What follows belongs to an exercise in optimizing a design on an open flow for small area and a short achievable clock period; a production flow would make more cautious choices. In this exercise RTL edits were held to simulation tests only and were not proved equivalent to the original. Power and IR drop assume default switching activity.

## RegistroALU
module RegistroALU #(parameter N=16)
(
	clk, rst, Z_in, Y_in, mode_in, btn_change_in,
	segA_out, segB_out, segD_out, aritm_out_out
);
For scale: roughly 2,500 cells after synthesis, ~66 flip-flops, ~15,000 um^2 of cells after synthesis.
==> flow/config.mk <==
export PLATFORM = sky130hd
export DESIGN_NAME = RegistroALU
export DESIGN_NICKNAME = RegistroALU
export VERILOG_FILES = /design/flow/design.v
export SDC_FILE = /design/flow/constraint.sdc
export NUM_CORES = 4
export LEC_CHECK = 0
export ABC_AREA = 1
export CAP_MARGIN = 20
export CORE_MARGIN = 2
export CORE_UTILIZATION = 40
export SLEW_MARGIN = 20
==> flow/constraint.sdc <==
create_clock -name core_clock -period 55.0 [get_ports {clk}]
set_input_delay 11.0000 -clock core_clock [delete_from_list [all_inputs] [get_ports {clk}]]
set_output_delay 11.0000 -clock core_clock [all_outputs]
set_load 0.01 [all_outputs]
standard.sh (not shown) runs the stock make flow with config.mk's settings and CLKGATE_MAP_FILE= SYNTH_SCRIPT=/design/flow/synth_recipe.tcl, a recipe that flattens the netlist after the stock synthesis.
==> flow/flow/run.sh <==
#!/bin/bash
# Standard layout, with repair_timing asked for more setup slack than the period needs.
set -euo pipefail
bash standard.sh SETUP_SLACK_MARGIN=33 finish > layout.log 2>&1
The first run completed without violations.
Next try:
==> flow/flow/run.sh (replaced) <==
#!/bin/bash
# Standard layout, with repair_timing asked for more setup slack than the period needs.
set -euo pipefail
bash standard.sh SETUP_SLACK_MARGIN=35 finish > layout.log 2>&1
Outcome: Count of clock-buffer cells in the layout is unchanged. Via count grows slightly. Utilization grows by 1.5 points. Sequential share of layout area shrinks by 0.32 points. Global-route usage grows by 0.12 points. Cell count grows slightly.


== build 88 ==
Another version of the RTL of RegistroALU (not shown whole).
Size: about 2,800 cells after synthesis, roughly 65 flip-flops, about 75 I/O pins, ~16,000 µm² of cells after synthesis.
Settings: LEC_CHECK=0, ABC_AREA=1, CAP_MARGIN=20, CORE_MARGIN=2, CORE_UTILIZATION=40, SLEW_MARGIN=20; clock period 55.0 ns.
==> flow/flow/run.sh <==
#!/bin/bash
# Standard layout, with repair_timing asked for more setup slack than the period needs.
set -euo pipefail
bash standard.sh SETUP_SLACK_MARGIN=39 finish > layout.log 2>&1
#### Input delta (build 95 over build 88)
--- a/flow/flow/run.sh
+++ b/flow/flow/run.sh
@@ -4 +4 @@
-bash standard.sh SETUP_SLACK_MARGIN=39 finish > layout.log 2>&1
+bash standard.sh SETUP_SLACK_MARGIN=38 finish > layout.log 2>&1
Notes after the runs:
In terms of share of final layout cell area taken by clock buffers and inverters, build 95 and build 88 differ only marginally.
Compared build 88 against build 95; overall routing resource usage within noise.
Build 88 has a higher total power than build 95.
Required time of the critical path across build 88 and build 95: no real change.
When the final numbers for build 88 and build 95 were put side by side, the number of resized instances in the post-cts repair step turned out to be smaller in build 95.
Input changes introduced in build 45 (baseline for comparison: build 95):
--- a/flow/flow/run.sh
+++ b/flow/flow/run.sh
@@ -4 +4 @@
-bash standard.sh SETUP_SLACK_MARGIN=38 finish > layout.log 2>&1
+bash standard.sh SETUP_SLACK_MARGIN=40 finish > layout.log 2>&1
Notes after the runs:
Compare build 95 and build 45 | worst stage delay on the critical path higher: build 95. Build 45 | status: complete | timing, DRC, antenna: pass. Number of register bits inferred by synthesis: build 95 vs build 45 identical. The clock power of build 45 and that of build 95 are within noise of each other. Build 45 vs build 95, first-pass GRT wire length went up by 3.3 mm. From build 95 to build 45 the numbers moved as follows: relative area change from synthesis to final layout went up by 14 points, number of antenna violations at the first check in global routing shows no meaningful change, power climbed 9.0%, depth of the most critical reg-to-reg path dropped 18.


RegistroALU, a different RTL version from the one above (not shown whole).
Size: roughly 65 flip-flops, roughly 17000 um2 of cells after synthesis.
clock: 55.0 ns
lec_check: 0
abc_area: 1
cap_margin: 20
core_margin: 2
core_utilization: 40
slew_margin: 20
==> flow/flow/run.sh <==
#!/bin/bash
# Standard layout, with repair_timing asked for more setup slack than the period needs.
set -euo pipefail
bash standard.sh SETUP_SLACK_MARGIN=40 finish > layout.log 2>&1
The baseline completed without violations.
Change:
==> flow/flow/run.sh (replaced) <==
#!/bin/bash
# Standard layout, with repair_timing asked for more setup slack than the period needs.
set -euo pipefail
bash standard.sh SETUP_SLACK_MARGIN=40 RECOVER_POWER=100 finish > layout.log 2>&1
=>
- Now the flow finished with capacitance limit, slew limit left
- via count stays flat
- global-route usage does not change
- core utilization came out lower by 0.52 points
- die area does not change
- synthesized area is unchanged
- routed wire length is about the same
- synthesized cell count does not change
- clock skew stays flat
- sequential power stays flat
- sequential cell count stays the same
Change:
==> flow/flow/run.sh (replaced) <==
#!/bin/bash
# Standard layout, with repair_timing asked for more setup slack than the period needs.
set -euo pipefail
bash standard.sh SETUP_SLACK_MARGIN=40 finish > layout.log 2>&1
--- a/flow/config.mk
+++ b/flow/config.mk
@@ -9,4 +9,4 @@
 export CAP_MARGIN = 20
 export CORE_MARGIN = 2
-export CORE_UTILIZATION = 40
+export CORE_UTILIZATION = 60
 export SLEW_MARGIN = 20
Now the flow finished clean.
Final cell count fell by a few percent.
Worst setup slack improves by 3.2 ns.
Power rose by a few percent.
Die area came out lower by a quarter to a third.
Change:
==> flow/flow/run.sh (replaced) <==
#!/bin/bash
# Standard layout, with repair_timing asked for more setup slack than the period needs.
set -euo pipefail
bash standard.sh SETUP_SLACK_MARGIN=41 finish > layout.log 2>&1
--- a/flow/config.mk
+++ b/flow/config.mk
@@ -9,4 +9,4 @@
 export CAP_MARGIN = 20
 export CORE_MARGIN = 2
-export CORE_UTILIZATION = 60
+export CORE_UTILIZATION = 40
 export SLEW_MARGIN = 20
What happened: The new run finished with timing, DRC and antenna clean; total power is higher by about a fifth; design area is higher by about a fifth; fmax is higher by a few percent; non-clock buffer count is higher by 133; setup slack gains 0.52 ns; sequential cell count is unchanged; hold slack gains 0.035 ns; via count is higher by a few percent; clock skew stays flat; register-to-register slack gains 0.35 ns; synthesized cell count does not change.

[re-timing with driven ports]
In the flow no input, the clock included, has a driving cell. The finished layouts below were timed again as built, in two steps. Step 1 assumes that a clkbuf_16 drives the clock port and a buf_2 every other input. Step 2 adds t to the input delays and takes it off the output delays; t is the mean of the earliest and latest rising clock arrival at the registers after step 1. Input paths then give back, and output paths get back, about the clock's delay inside the block. Three values: ideal, step 1, step 2; two values: the first two.
| run | t (ns) | setup WS [ns] | worst hold slack (ns) | worst setup path after step 2 | clock arrival spread, ns |
|---|---|---|---|---|---|
| the first run of note 1 | 0.395 | 34.874 / 34.895 / 34.500 | 0.664 / 0.664 / 0.664 | input to register | 0.009 / 0.008 |
| the second run of note 1 | 0.394 | 35.846 / 35.868 / 35.474 | 0.660 / 0.660 / 0.660 | input to register | 0.008 / 0.008 |
| build 88 | 0.381 | 39.270 / 39.289 / 38.908 | 0.748 / 0.748 / 0.748 | input to register | 0.014 / 0.014 |
| build 95 | 0.378 | 38.520 / 38.543 / 38.165 | 0.749 / 0.749 / 0.749 | input to register | 0.012 / 0.012 |
| build 45 | 0.380 | 39.557 / 39.557 / 39.177 | 0.750 / 0.750 / 0.750 | input to register | 0.012 / 0.012 |
| the first run of note 3 | 0.383 | 40.253 / 40.207 / 40.054 | 0.770 / 0.770 / 0.770 | input to register | 0.006 / 0.007 |
| the second run of note 3 | 0.383 | 37.064 / 37.064 / 37.064 | 0.772 / 0.772 / 0.772 | register to register | 0.006 / 0.006 |
| the third run of note 3 | 0.377 | 40.280 / 40.238 / 39.950 | 0.735 / 0.735 / 0.735 | input to register | 0.009 / 0.010 |
| the fourth run of note 3 | 0.385 | 40.800 / 40.751 / 40.811 | 0.770 / 0.770 / 0.770 | input to register | 0.010 / 0.010 |
The setup slack of build 45, which loses most, moves by 0.000 ns with the drivers and by -0.380 ns with both steps.
